From an optimization exercise on the open Yosys and OpenROAD flow, aimed at small area; shortcuts taken in it are not production practice. In this exercise RTL edits were held to simulation tests only and were not proved equivalent to the original. The clock port is modelled as an ideal driver; clocking choices that lean on that would not hold on a real chip.

==> inputs of run a <==
## top_ps2
module top_ps2(input wire clk, input wire rst, input wire ps2_clk, input wire ps2_data,
           output wire ascii_new, output wire [6:0] ascii_code);
    reg break_code, control_l, control_r, e0_code_n, kb_dc_cnt_0, kb_dc_cnt_1, kb_dc_cnt_2__n, kb_dc_cnt_3, kb_dc_cnt_4__n, kb_dc_cnt_5__n, kb_dc_cnt_6, kb_dc_cnt_7__n, kb_dc_cnt_8, kb_dc_flipflops_0, kb_dc_flipflops_1, kb_dc_result, kb_dc_sync_ff_n, kb_dd_cnt_0, kb_dd_cnt_1, kb_dd_cnt_2__n, kb_dd_cnt_3, kb_dd_cnt_4__n, kb_dd_cnt_5__n, kb_dd_cnt_6, kb_dd_cnt_7__n, kb_dd_cnt_8, kb_dd_flipflops_0, kb_dd_flipflops_1, kb_dd_result_n, kb_dd_sync_ff_n, kb_idle_0, kb_idle_1, kb_idle_10, kb_idle_11__n, kb_idle_2, kb_idle_3, kb_idle_4, kb_idle_5, kb_idle_6, kb_idle_7, kb_idle_8, kb_idle_9, kb_parity_n, kb_ps2_word_0, kb_ps2_word_10, kb_ps2_word_1__n, kb_ps2_word_2, kb_ps2_word_3, kb_ps2_word_4__n, kb_ps2_word_5, kb_ps2_word_6, kb_ps2_word_7, kb_ps2_word_8, kb_ps2_word_9__n, kb_tail, shift_l, shift_r;
  ...
==> flow/config.mk <==
export PLATFORM = sky130hd
export DESIGN_NAME = top_ps2
export DESIGN_NICKNAME = top_ps2
export VERILOG_FILES = /design/flow/design.v
export SDC_FILE = /design/flow/constraint.sdc
export NUM_CORES = 4
export LEC_CHECK = 0
export ABC_AREA = 1
export CAP_MARGIN = 20
export CORE_MARGIN = 2
export CORE_UTILIZATION = 40
export GPL_TIMING_DRIVEN = 0
export PLACE_DENSITY = 0.6
export SLEW_MARGIN = 20
==> flow/constraint.sdc <==
create_clock -name core_clock -period 20.0 [get_ports {clk}]
set_input_delay 4.0000 -clock core_clock [delete_from_list [all_inputs] [get_ports {clk}]]
set_output_delay 4.0000 -clock core_clock [all_outputs]
set_load 0.01 [all_outputs]
standard.sh (not shown) runs the stock make flow with config.mk's settings and CLKGATE_MAP_FILE= SYNTH_SCRIPT=/design/flow/synth_recipe.tcl, a recipe that flattens the netlist after the stock synthesis.
==> flow/flow/run.sh <==
#!/bin/bash
# Own layout flow: the standard synthesis, then the combinational logic between the
# (unchanged) registers is mapped again with an area-oriented ABC script, then the standard flow's
# standard layout steps from that netlist on. Each tool's output goes to its own log here.
set -euo pipefail
W=$(pwd)
F=$W/flow
R=$W/orfs/results/$FLOW_PLATFORM/top_ps2/base
LIB=$FLOW_HOME/platforms/$FLOW_PLATFORM/lib/sky130_fd_sc_hd__tt_025C_1v80.lib
YOSYS=$FLOW_HOME/../tools/install/yosys/bin/yosys
[ -x "$YOSYS" ] || YOSYS=yosys

bash standard.sh "$R/1_2_yosys.v" > synth_standard.log 2>&1
cp "$R/1_2_yosys.v" netlist_standard.v

# 2. map the logic between the registers again (registers kept as black boxes)
DONT_USE=$(sed -n '/DONT_USE_CELLS += /,/^#/p' "$FLOW_HOME/platforms/$FLOW_PLATFORM/config.mk" \
  | grep -o 'sky130_fd_sc_hd__[a-z0-9_]*' | sed 's/^/-dont_use /' | tr '\n' ' ')
cat > remap.ys <<EOY
read_liberty -ignore_miss_func $LIB
read_verilog netlist_standard.v
hierarchy -top $FLOW_TOP
blackbox sky130_fd_sc_hd__dfxtp_1
flatten
opt -purge
abc -liberty $LIB $DONT_USE -script $F/remap.abc
opt_clean -purge
splitnets
opt_clean -purge
hilomap -singleton -hicell sky130_fd_sc_hd__conb_1 HI -locell sky130_fd_sc_hd__conb_1 LO
insbuf -buf sky130_fd_sc_hd__buf_4 A X
stat -liberty $LIB
write_verilog -noattr -nohex -nodec netlist_remapped.v
EOY
"$YOSYS" -l remap.log -q -s remap.ys
cp netlist_remapped.v "$R/1_2_yosys.v"
touch "$R/1_2_yosys.v"

# 3. the standard layout steps on the remapped netlist
source "$F/layout_env.sh"
bash standard.sh finish > layout.log 2>&1
Other scripts of this flow, unchanged in this note and not shown: flow/flow/layout_env.sh, flow/flow/pre_cts.tcl, flow/flow/remap.abc
==> run b: changes against run a <==
--- a/flow/design.v
+++ b/flow/design.v
@@ -1,39 +1,39 @@
 module top_ps2(input wire clk, input wire rst, input wire ps2_clk, input wire ps2_data,
            output wire ascii_new, output wire [6:0] ascii_code);
-    reg break_code, control_l, control_r, e0_code_n, kb_dc_cnt_0, kb_dc_cnt_1, kb_dc_cnt_2__n, kb_dc_cnt_3, kb_dc_cnt_4__n, kb_dc_cnt_5__n, kb_dc_cnt_6, kb_dc_cnt_7__n, kb_dc_cnt_8, kb_dc_flipflops_0, kb_dc_flipflops_1, kb_dc_result, kb_dc_sync_ff_n, kb_dd_cnt_0, kb_dd_cnt_1, kb_dd_cnt_2__n, kb_dd_cnt_3, kb_dd_cnt_4__n, kb_dd_cnt_5__n, kb_dd_cnt_6, kb_dd_cnt_7__n, kb_dd_cnt_8, kb_dd_flipflops_0, kb_dd_flipflops_1, kb_dd_result_n, kb_dd_sync_ff_n, kb_idle_0, kb_idle_1, kb_idle_10, kb_idle_11__n, kb_idle_2, kb_idle_3, kb_idle_4, kb_idle_5, kb_idle_6, kb_idle_7, kb_idle_8, kb_idle_9, kb_parity_n, kb_ps2_word_0, kb_ps2_word_10, kb_ps2_word_1__n, kb_ps2_word_2, kb_ps2_word_3, kb_ps2_word_4__n, kb_ps2_word_5, kb_ps2_word_6, kb_ps2_word_7, kb_ps2_word_8, kb_ps2_word_9__n, kb_tail, shift_l, shift_r;
+    reg break_code, control_l, control_r, e0_code, kb_dc_cnt_0, kb_dc_cnt_1, kb_dc_cnt_2__n, kb_dc_cnt_3, kb_dc_cnt_4__n, kb_dc_cnt_5__n, kb_dc_cnt_6, kb_dc_cnt_7__n, kb_dc_cnt_8, kb_dc_flipflops_0, kb_dc_flipflops_1, kb_dc_result, kb_dc_sync_ff_n, kb_dd_cnt_0, kb_dd_cnt_1, kb_dd_cnt_2__n, kb_dd_cnt_3, kb_dd_cnt_4__n, kb_dd_cnt_5__n, kb_dd_cnt_6, kb_dd_cnt_7__n, kb_dd_cnt_8, kb_dd_flipflops_0, kb_dd_flipflops_1, kb_dd_result_n, kb_dd_sync_ff_n, kb_idle_0, kb_idle_1, kb_idle_10, kb_idle_11__n, kb_idle_2, kb_idle_3, kb_idle_4, kb_idle_5, kb_idle_6, kb_idle_7, kb_idle_8, kb_idle_9, kb_parity_n, kb_ps2_word_0__n, kb_ps2_word_1, kb_ps2_word_10, kb_ps2_word_2, kb_ps2_word_3__n, kb_ps2_word_4__n, kb_ps2_word_5, kb_ps2_word_6, kb_ps2_word_7, kb_ps2_word_8, kb_ps2_word_9__n, kb_tail_n, shift_l, shift_r;
     wire n101, n106, n111, n116, n121, n126, n131, n136, n141, n146, n151, n156, n161, n166, n171, n176, n181, n186, n191, n196, n201, n206, n211, n216, n221, n226, n231, n236, n241, n246, n251, n256, n26, n261, n266, n271, n276, n281, n286, n291, n296, n301, n306, n31, n36, n41, n46, n51, n56, n61, n66, n71, n76, n81, n86, n91, n96, new_n184, new_n185, new_n186_1, new_n187, new_n188, new_n189, new_n191_1, new_n192, new_n193, new_n194, new_n195, new_n196_1, new_n197, new_n198, new_n199, new_n200, new_n201_1, new_n202, new_n203, new_n204, new_n205, new_n206_1, new_n207, new_n208, new_n209, new_n210, new_n211_1, new_n212, new_n213, new_n214, new_n215, new_n216_1, new_n217, new_n218, new_n219, new_n220, new_n221_1, new_n222, new_n223, new_n224, new_n225, new_n226_1, new_n227, new_n228, new_n229, new_n230, new_n231_1, new_n232, new_n233, new_n234, new_n235, new_n236_1, new_n237, new_n238, new_n239, new_n240, new_n241_1, new_n242, new_n243, new_n244, new_n245, new_n246_1, new_n247, new_n248, new_n249, new_n250, new_n251_1, new_n252, new_n253, new_n254, new_n255, new_n256_1, new_n257, new_n258, new_n259, new_n260, new_n261_1, new_n262, new_n263, new_n264, new_n265, new_n266_1, new_n267, new_n268, new_n269, new_n270, new_n271_1, new_n272, new_n273, new_n274, new_n275, new_n276_1, new_n277, new_n278, new_n279, new_n280, new_n282, new_n283, new_n284, new_n285, new_n286_1, new_n287, new_n288, new_n289, new_n290, new_n291_1, new_n292, new_n293, new_n294, new_n295, new_n296_1, new_n297, new_n298, new_n299, new_n300, new_n301_1, new_n302, new_n303, new_n304, new_n305, new_n307, new_n308, new_n309, new_n310, new_n311, new_n312, new_n313, new_n314, new_n315, new_n316, new_n317, new_n318, new_n319, new_n320, new_n321, new_n322, new_n323, new_n324, new_n325, new_n326, new_n327, new_n328, new_n329, new_n330, new_n332, new_n333, new_n334, new_n335, new_n336, new_n337, new_n338, new_n339, new_n340, new_n341, new_n342, new_n343, new_n344, new_n345, new_n346, new_n347, new_n349, new_n350, new_n351, new_n352, new_n353, new_n354, new_n355, new_n356, new_n357, new_n358, new_n359, new_n360, new_n361, new_n362, new_n363, new_n364, new_n365, new_n366, new_n368, new_n369, new_n370, new_n371, new_n372, new_n373, new_n375, new_n376, new_n377, new_n378, new_n379, new_n380, new_n381, new_n382, new_n383, new_n384, new_n385, new_n387, new_n388, new_n389, new_n390, new_n391, new_n392, new_n393, new_n394, new_n395, new_n396, new_n397, new_n398, new_n399, new_n400, new_n401, new_n402, new_n403, new_n404, new_n405, new_n407, new_n408, new_n409, new_n410, new_n411, new_n412, new_n413, new_n414, new_n415, new_n417, new_n418, new_n420, new_n421, new_n422, new_n423, new_n424, new_n425, new_n427, new_n428, new_n429, new_n430, new_n432, new_n433, new_n434, new_n435, new_n436, new_n438, new_n439, new_n440, new_n442, new_n443, new_n444, new_n445, new_n446, new_n447, new_n448, new_n453, new_n454, new_n463, new_n464, new_n465, new_n467, new_n468, new_n469, new_n470, new_n471, new_n472, new_n473, new_n478, new_n479, new_n488, new_n489, new_n490, new_n491, new_n492, new_n493, new_n494, new_n495, new_n497, new_n498, new_n499, new_n500, new_n502, new_n503, new_n505, new_n506, new_n508, new_n509, new_n511, new_n512, new_n514, new_n515, new_n517, new_n518, new_n520, new_n521, new_n523, new_n524, new_n526, new_n527, new_n529, new_n530, new_n532, new_n533, new_n534, new_n535, new_n536, new_n537, new_n538, new_n539, new_n541, new_n542, new_n543, new_n544, new_n545, new_n546, new_n547, new_n548, new_n549, new_n550, new_n551, new_n552, new_n553, new_n554, new_n555, new_n556, new_n557, new_n558, new_n559, new_n560, new_n561, new_n562, new_n563, new_n564, new_n565, new_n566, new_n567, new_n568, new_n569, new_n570, new_n571, new_n572, new_n573, new_n574, new_n575, new_n576, new_n577, new_n578, new_n579, new_n580, new_n581, new_n582, new_n583, new_n584, new_n585, new_n586, new_n587, new_n588, new_n589, new_n590, new_n591, new_n592;
     assign new_n184 = ~kb_idle_2 & ~kb_idle_4;
     assign new_n185 = ~kb_idle_6 & ~kb_idle_0;
     assign new_n186_1 = new_n184 & new_n185;
     assign new_n187 = ~kb_idle_1 & ~kb_idle_3;
     assign new_n188 = ~kb_idle_5 & new_n187;
     assign new_n189 = new_n186_1 & new_n188;
-    assign ascii_new = kb_tail & new_n189;
+    assign ascii_new = ~kb_tail_n & new_n189;
     assign new_n191_1 = kb_dc_result & kb_ps2_word_5;
     assign new_n192 = ~kb_dc_result & ~kb_ps2_word_4__n;
     assign new_n193 = ~new_n191_1 & ~new_n192;
-    assign new_n194 = kb_dc_result & kb_ps2_word_3;
+    assign new_n194 = kb_dc_result & ~kb_ps2_word_3__n;
     assign new_n195 = ~kb_dc_result & kb_ps2_word_2;
     assign new_n196_1 = ~new_n194 & ~new_n195;
     assign new_n197 = ~new_n193 & new_n196_1;
     assign new_n198 = kb_dc_result & kb_ps2_word_6;
     assign new_n199 = ~kb_dc_result & kb_ps2_word_5;
     assign new_n200 = ~new_n198 & ~new_n199;
-    assign new_n201_1 = kb_dc_result & ~kb_ps2_word_1__n;
-    assign new_n202 = ~kb_dc_result & kb_ps2_word_0;
+    assign new_n201_1 = kb_dc_result & kb_ps2_word_1;
+    assign new_n202 = ~kb_dc_result & ~kb_ps2_word_0__n;
     assign new_n203 = ~new_n201_1 & ~new_n202;
     assign new_n204 = new_n200 & new_n203;
     assign new_n205 = ~new_n197 & ~new_n204;
     assign new_n206_1 = kb_dc_result & ~kb_ps2_word_4__n;
-    assign new_n207 = ~kb_dc_result & kb_ps2_word_3;
+    assign new_n207 = ~kb_dc_result & ~kb_ps2_word_3__n;
     assign new_n208 = ~new_n206_1 & ~new_n207;
     assign new_n209 = kb_dc_result & kb_ps2_word_2;
-    assign new_n210 = ~kb_dc_result & ~kb_ps2_word_1__n;
+    assign new_n210 = ~kb_dc_result & kb_ps2_word_1;
     assign new_n211_1 = ~new_n209 & ~new_n210;
     assign new_n212 = ~new_n208 & new_n211_1;
     assign new_n213 = new_n203 & new_n208;
     assign new_n214 = ~new_n212 & ~new_n213;
     assign new_n215 = ~control_r & ~control_l;
     assign new_n216_1 = ~shift_l & ~shift_r;
     assign new_n217 = new_n215 & new_n216_1;
     assign new_n218 = ~new_n214 & ~new_n217;
@@ -209,17 +209,17 @@
     assign new_n388 = kb_dc_result & kb_idle_1;
     assign new_n389 = kb_idle_3 & kb_idle_5;
     assign new_n390 = new_n388 & new_n389;
     assign new_n391 = new_n387 & new_n390;
     assign new_n392 = kb_idle_7 & ~kb_idle_8;
     assign new_n393 = kb_idle_9 & new_n392;
     assign new_n394 = new_n186_1 & new_n393;
     assign new_n395 = new_n391 & new_n394;
-    assign new_n396 = ~kb_parity_n & ~kb_ps2_word_0;
+    assign new_n396 = ~kb_parity_n & kb_ps2_word_0__n;
     assign new_n397 = kb_ps2_word_10 & new_n396;
     assign new_n398 = new_n395 & new_n397;
     assign new_n399 = ~kb_ps2_word_8 & new_n398;
     assign new_n400 = new_n277 & new_n368;
     assign new_n401 = new_n399 & new_n400;
     assign new_n402 = new_n242 & new_n401;
     assign new_n403 = break_code & new_n402;
     assign new_n404 = ~shift_l & ~new_n402;
@@ -231,26 +231,26 @@
     assign new_n410 = ~new_n223 & new_n246_1;
     assign new_n411 = ~rst & kb_ps2_word_8;
     assign new_n412 = ~new_n200 & new_n411;
     assign new_n413 = new_n213 & new_n412;
     assign new_n414 = new_n410 & new_n413;
     assign new_n415 = ~new_n407 & ~new_n414;
     assign n31 = ~new_n409 & ~new_n415;
     assign new_n417 = ~kb_ps2_word_5 & ~new_n407;
-    assign new_n418 = e0_code_n & ~new_n417;
-    assign n36 = ~(~new_n415 & ~new_n418);
-    assign new_n420 = ~kb_ps2_word_2 & kb_ps2_word_3;
+    assign new_n418 = ~e0_code & ~new_n417;
+    assign n36 = ~new_n415 & ~new_n418;
+    assign new_n420 = ~kb_ps2_word_2 & ~kb_ps2_word_3__n;
     assign new_n421 = new_n401 & new_n420;
-    assign new_n422 = ~e0_code_n & new_n421;
+    assign new_n422 = e0_code & new_n421;
     assign new_n423 = break_code & new_n422;
     assign new_n424 = ~control_r & ~new_n422;
     assign new_n425 = ~rst & ~new_n424;
     assign n41 = ~new_n423 & new_n425;
-    assign new_n427 = e0_code_n & new_n421;
+    assign new_n427 = ~e0_code & new_n421;
     assign new_n428 = break_code & new_n427;
     assign new_n429 = ~control_l & ~new_n427;
     assign new_n430 = ~rst & ~new_n429;
     assign n46 = ~new_n428 & new_n430;
     assign new_n432 = new_n363 & new_n410;
     assign new_n433 = new_n399 & new_n432;
     assign new_n434 = break_code & new_n433;
     assign new_n435 = ~shift_r & ~new_n433;
@@ -302,38 +302,38 @@
     assign n146 = ~(~kb_dc_cnt_0 & ~new_n465);
     assign n151 = ~kb_dc_cnt_1 & ~new_n465;
     assign n161 = ~kb_dc_cnt_3 & ~new_n465;
     assign n166 = kb_dc_cnt_4__n & ~new_n465;
     assign n171 = ~kb_dc_cnt_5__n & ~new_n465;
     assign n176 = ~kb_dc_cnt_6 & ~new_n465;
     assign n181 = ~kb_dc_cnt_7__n & ~new_n465;
     assign new_n488 = kb_dc_result & new_n473;
-    assign new_n489 = ~kb_ps2_word_1__n & ~kb_ps2_word_10;
-    assign new_n490 = kb_ps2_word_1__n & kb_ps2_word_10;
+    assign new_n489 = kb_ps2_word_1 & ~kb_ps2_word_10;
+    assign new_n490 = ~kb_ps2_word_1 & kb_ps2_word_10;
     assign new_n491 = ~new_n489 & ~new_n490;
     assign new_n492 = new_n488 & ~new_n491;
     assign new_n493 = kb_parity_n & ~new_n492;
     assign new_n494 = ~kb_parity_n & new_n492;
     assign new_n495 = ~rst & ~new_n494;
     assign n186 = ~(~new_n493 & new_n495);
     assign new_n497 = ~rst & new_n488;
-    assign new_n498 = ~kb_ps2_word_1__n & new_n497;
+    assign new_n498 = kb_ps2_word_1 & new_n497;
     assign new_n499 = ~rst & ~new_n488;
-    assign new_n500 = kb_ps2_word_0 & new_n499;
-    assign n191 = ~(~new_n498 & ~new_n500);
+    assign new_n500 = ~kb_ps2_word_0__n & new_n499;
+    assign n191 = ~new_n498 & ~new_n500;
     assign new_n502 = kb_ps2_word_2 & new_n497;
-    assign new_n503 = ~kb_ps2_word_1__n & new_n499;
-    assign n196 = ~new_n502 & ~new_n503;
-    assign new_n505 = kb_ps2_word_3 & new_n497;
+    assign new_n503 = kb_ps2_word_1 & new_n499;
+    assign n196 = ~(~new_n502 & ~new_n503);
+    assign new_n505 = ~kb_ps2_word_3__n & new_n497;
     assign new_n506 = kb_ps2_word_2 & new_n499;
     assign n201 = ~(~new_n505 & ~new_n506);
     assign new_n508 = ~kb_ps2_word_4__n & new_n497;
-    assign new_n509 = kb_ps2_word_3 & new_n499;
-    assign n206 = ~(~new_n508 & ~new_n509);
+    assign new_n509 = ~kb_ps2_word_3__n & new_n499;
+    assign n206 = ~new_n508 & ~new_n509;
     assign new_n511 = kb_ps2_word_5 & new_n497;
     assign new_n512 = ~kb_ps2_word_4__n & new_n499;
     assign n211 = ~new_n511 & ~new_n512;
     assign new_n514 = kb_ps2_word_6 & new_n497;
     assign new_n515 = kb_ps2_word_5 & new_n499;
     assign n216 = ~(~new_n514 & ~new_n515);
     assign new_n517 = kb_ps2_word_7 & new_n497;
     assign new_n518 = kb_ps2_word_6 & new_n499;
@@ -346,32 +346,32 @@
     assign n231 = ~(~new_n523 & ~new_n524);
     assign new_n526 = kb_ps2_word_10 & new_n497;
     assign new_n527 = ~kb_ps2_word_9__n & new_n499;
     assign n236 = ~new_n526 & ~new_n527;
     assign new_n529 = ~n56 & new_n488;
     assign new_n530 = kb_ps2_word_10 & new_n499;
     assign n241 = ~(~new_n529 & ~new_n530);
     assign new_n532 = ~kb_dc_result & kb_idle_0;
-    assign new_n533 = kb_tail & ~new_n532;
+    assign new_n533 = ~kb_tail_n & ~new_n532;
     assign new_n534 = ~new_n395 & ~new_n533;
     assign new_n535 = ~kb_idle_7 & ~kb_idle_8;
     assign new_n536 = ~kb_idle_9 & ~kb_idle_10;
     assign new_n537 = new_n535 & new_n536;
     assign new_n538 = new_n189 & new_n537;
     assign new_n539 = ~rst & ~new_n538;
-    assign n246 = ~new_n534 & new_n539;
+    assign n246 = ~(~new_n534 & new_n539);
     assign new_n541 = new_n213 & new_n232;
     assign new_n542 = ~new_n234 & new_n321;
     assign new_n543 = ~new_n226_1 & new_n242;
     assign new_n544 = ~new_n542 & ~new_n543;
     assign new_n545 = new_n200 & ~new_n544;
     assign new_n546 = ~new_n541 & ~new_n545;
     assign new_n547 = ~new_n223 & ~new_n546;
-    assign new_n548 = ~e0_code_n & ~new_n203;
+    assign new_n548 = e0_code & ~new_n203;
     assign new_n549 = new_n197 & new_n548;
     assign new_n550 = ~new_n223 & ~new_n549;
     assign new_n551 = ~new_n200 & ~new_n322;
     assign new_n552 = ~new_n196_1 & ~new_n255;
     assign new_n553 = ~new_n551 & ~new_n552;
     assign new_n554 = ~new_n203 & ~new_n211_1;
     assign new_n555 = ~new_n249 & ~new_n554;
     assign new_n556 = ~new_n553 & new_n555;
@@ -394,44 +394,44 @@
     assign new_n573 = ~new_n215 & ~new_n572;
     assign new_n574 = ~new_n571 & new_n573;
     assign new_n575 = ~new_n570 & new_n574;
     assign new_n576 = ~new_n569 & new_n575;
     assign new_n577 = ~break_code & new_n399;
     assign new_n578 = ~new_n576 & new_n577;
     assign new_n579 = ~new_n566 & new_n578;
     assign new_n580 = new_n395 & ~new_n579;
-    assign new_n581 = kb_tail & kb_idle_0;
+    assign new_n581 = ~kb_tail_n & kb_idle_0;
     assign new_n582 = kb_idle_10 & ~kb_idle_11__n;
     assign new_n583 = ~new_n387 & ~new_n582;
     assign new_n584 = kb_idle_3 & ~new_n583;
     assign new_n585 = ~kb_idle_3 & new_n583;
     assign new_n586 = ~new_n584 & ~new_n585;
     assign new_n587 = kb_idle_9 & new_n586;
     assign new_n588 = ~kb_idle_9 & ~new_n586;
     assign new_n589 = kb_dc_result & ~new_n588;
     assign new_n590 = ~new_n587 & new_n589;
-    assign new_n591 = ~kb_tail & ~new_n590;
+    assign new_n591 = kb_tail_n & ~new_n590;
     assign new_n592 = ~new_n581 & ~new_n591;
     assign n306 = ~(~new_n580 & new_n592);
     assign n301 = ~kb_idle_10;
     assign n251 = kb_idle_0;
     assign n256 = kb_idle_1;
     assign n261 = kb_idle_2;
     assign n266 = kb_idle_3;
     assign n271 = kb_idle_4;
     assign n276 = kb_idle_5;
     assign n281 = kb_idle_6;
     assign n286 = kb_idle_7;
     assign n291 = kb_idle_8;
     assign n296 = kb_idle_9;
     always @(posedge clk) begin
         shift_l <= n26;
         break_code <= n31;
-        e0_code_n <= n36;
+        e0_code <= n36;
         control_r <= n41;
         control_l <= n46;
         shift_r <= n51;
         kb_dd_result_n <= n56;
         kb_dd_sync_ff_n <= n61;
         kb_dd_flipflops_0 <= n66;
         kb_dd_flipflops_1 <= n71;
         kb_dd_cnt_0 <= n76;
@@ -452,28 +452,28 @@
         kb_dc_cnt_2__n <= n151;
         kb_dc_cnt_3 <= n156;
         kb_dc_cnt_4__n <= n161;
         kb_dc_cnt_5__n <= n166;
         kb_dc_cnt_6 <= n171;
         kb_dc_cnt_7__n <= n176;
         kb_dc_cnt_8 <= n181;
         kb_parity_n <= n186;
-        kb_ps2_word_0 <= n191;
-        kb_ps2_word_1__n <= n196;
+        kb_ps2_word_0__n <= n191;
+        kb_ps2_word_1 <= n196;
         kb_ps2_word_2 <= n201;
-        kb_ps2_word_3 <= n206;
+        kb_ps2_word_3__n <= n206;
         kb_ps2_word_4__n <= n211;
         kb_ps2_word_5 <= n216;
         kb_ps2_word_6 <= n221;
         kb_ps2_word_7 <= n226;
         kb_ps2_word_8 <= n231;
         kb_ps2_word_9__n <= n236;
         kb_ps2_word_10 <= n241;
-        kb_tail <= n246;
+        kb_tail_n <= n246;
         kb_idle_1 <= n251;
         kb_idle_2 <= n256;
         kb_idle_3 <= n261;
         kb_idle_4 <= n266;
         kb_idle_5 <= n271;
         kb_idle_6 <= n276;
         kb_idle_7 <= n281;
         kb_idle_8 <= n286;
==> run c: changes against run a <==
Settings changed: CORE_UTILIZATION 40 to 70, PLACE_DENSITY 0.6 to 0.9.
==> notes <==
Routed wire length: run c > run b > run a.
Between run b and run c, the lower register-to-register slack is in run b (gap 0.07 ns).
In run b the via count is lower than in run a, by 1.5%.
The highest clock skew belongs to run c, the lowest to run a.

==> separate check: timing with driven ports <==
No port has a modelled driver above. Below, the same layouts with a new extraction and two added sets of constraints. Step 1, drivers: a clkbuf_16 drives clk and a buf_2 each remaining input, both assumed. Step 2 times the ports against the registers' clock, not the clock port: input delays grow and output delays shrink by t, the midpoint of the rising clock arrivals with the driver on. a / b / c = no drivers / after step 1 / after step 2; a / b = the first two.
| run | t (ns) | setup slack, ns | latest minus earliest clock arrival (ns) | cell pins on the clock port's net |
|---|---|---|---|---|
| run a | 0.206 | 11.405 / 11.358 / 11.564 | 0.014 / 0.014 | 3 |
| run b | 0.207 | 11.462 / 11.417 / 11.624 | 0.015 / 0.016 | 3 |
| run c | 0.208 | 11.506 / 11.460 / 11.667 | 0.019 / 0.019 | 3 |
After both steps every run listed still meets setup and hold.
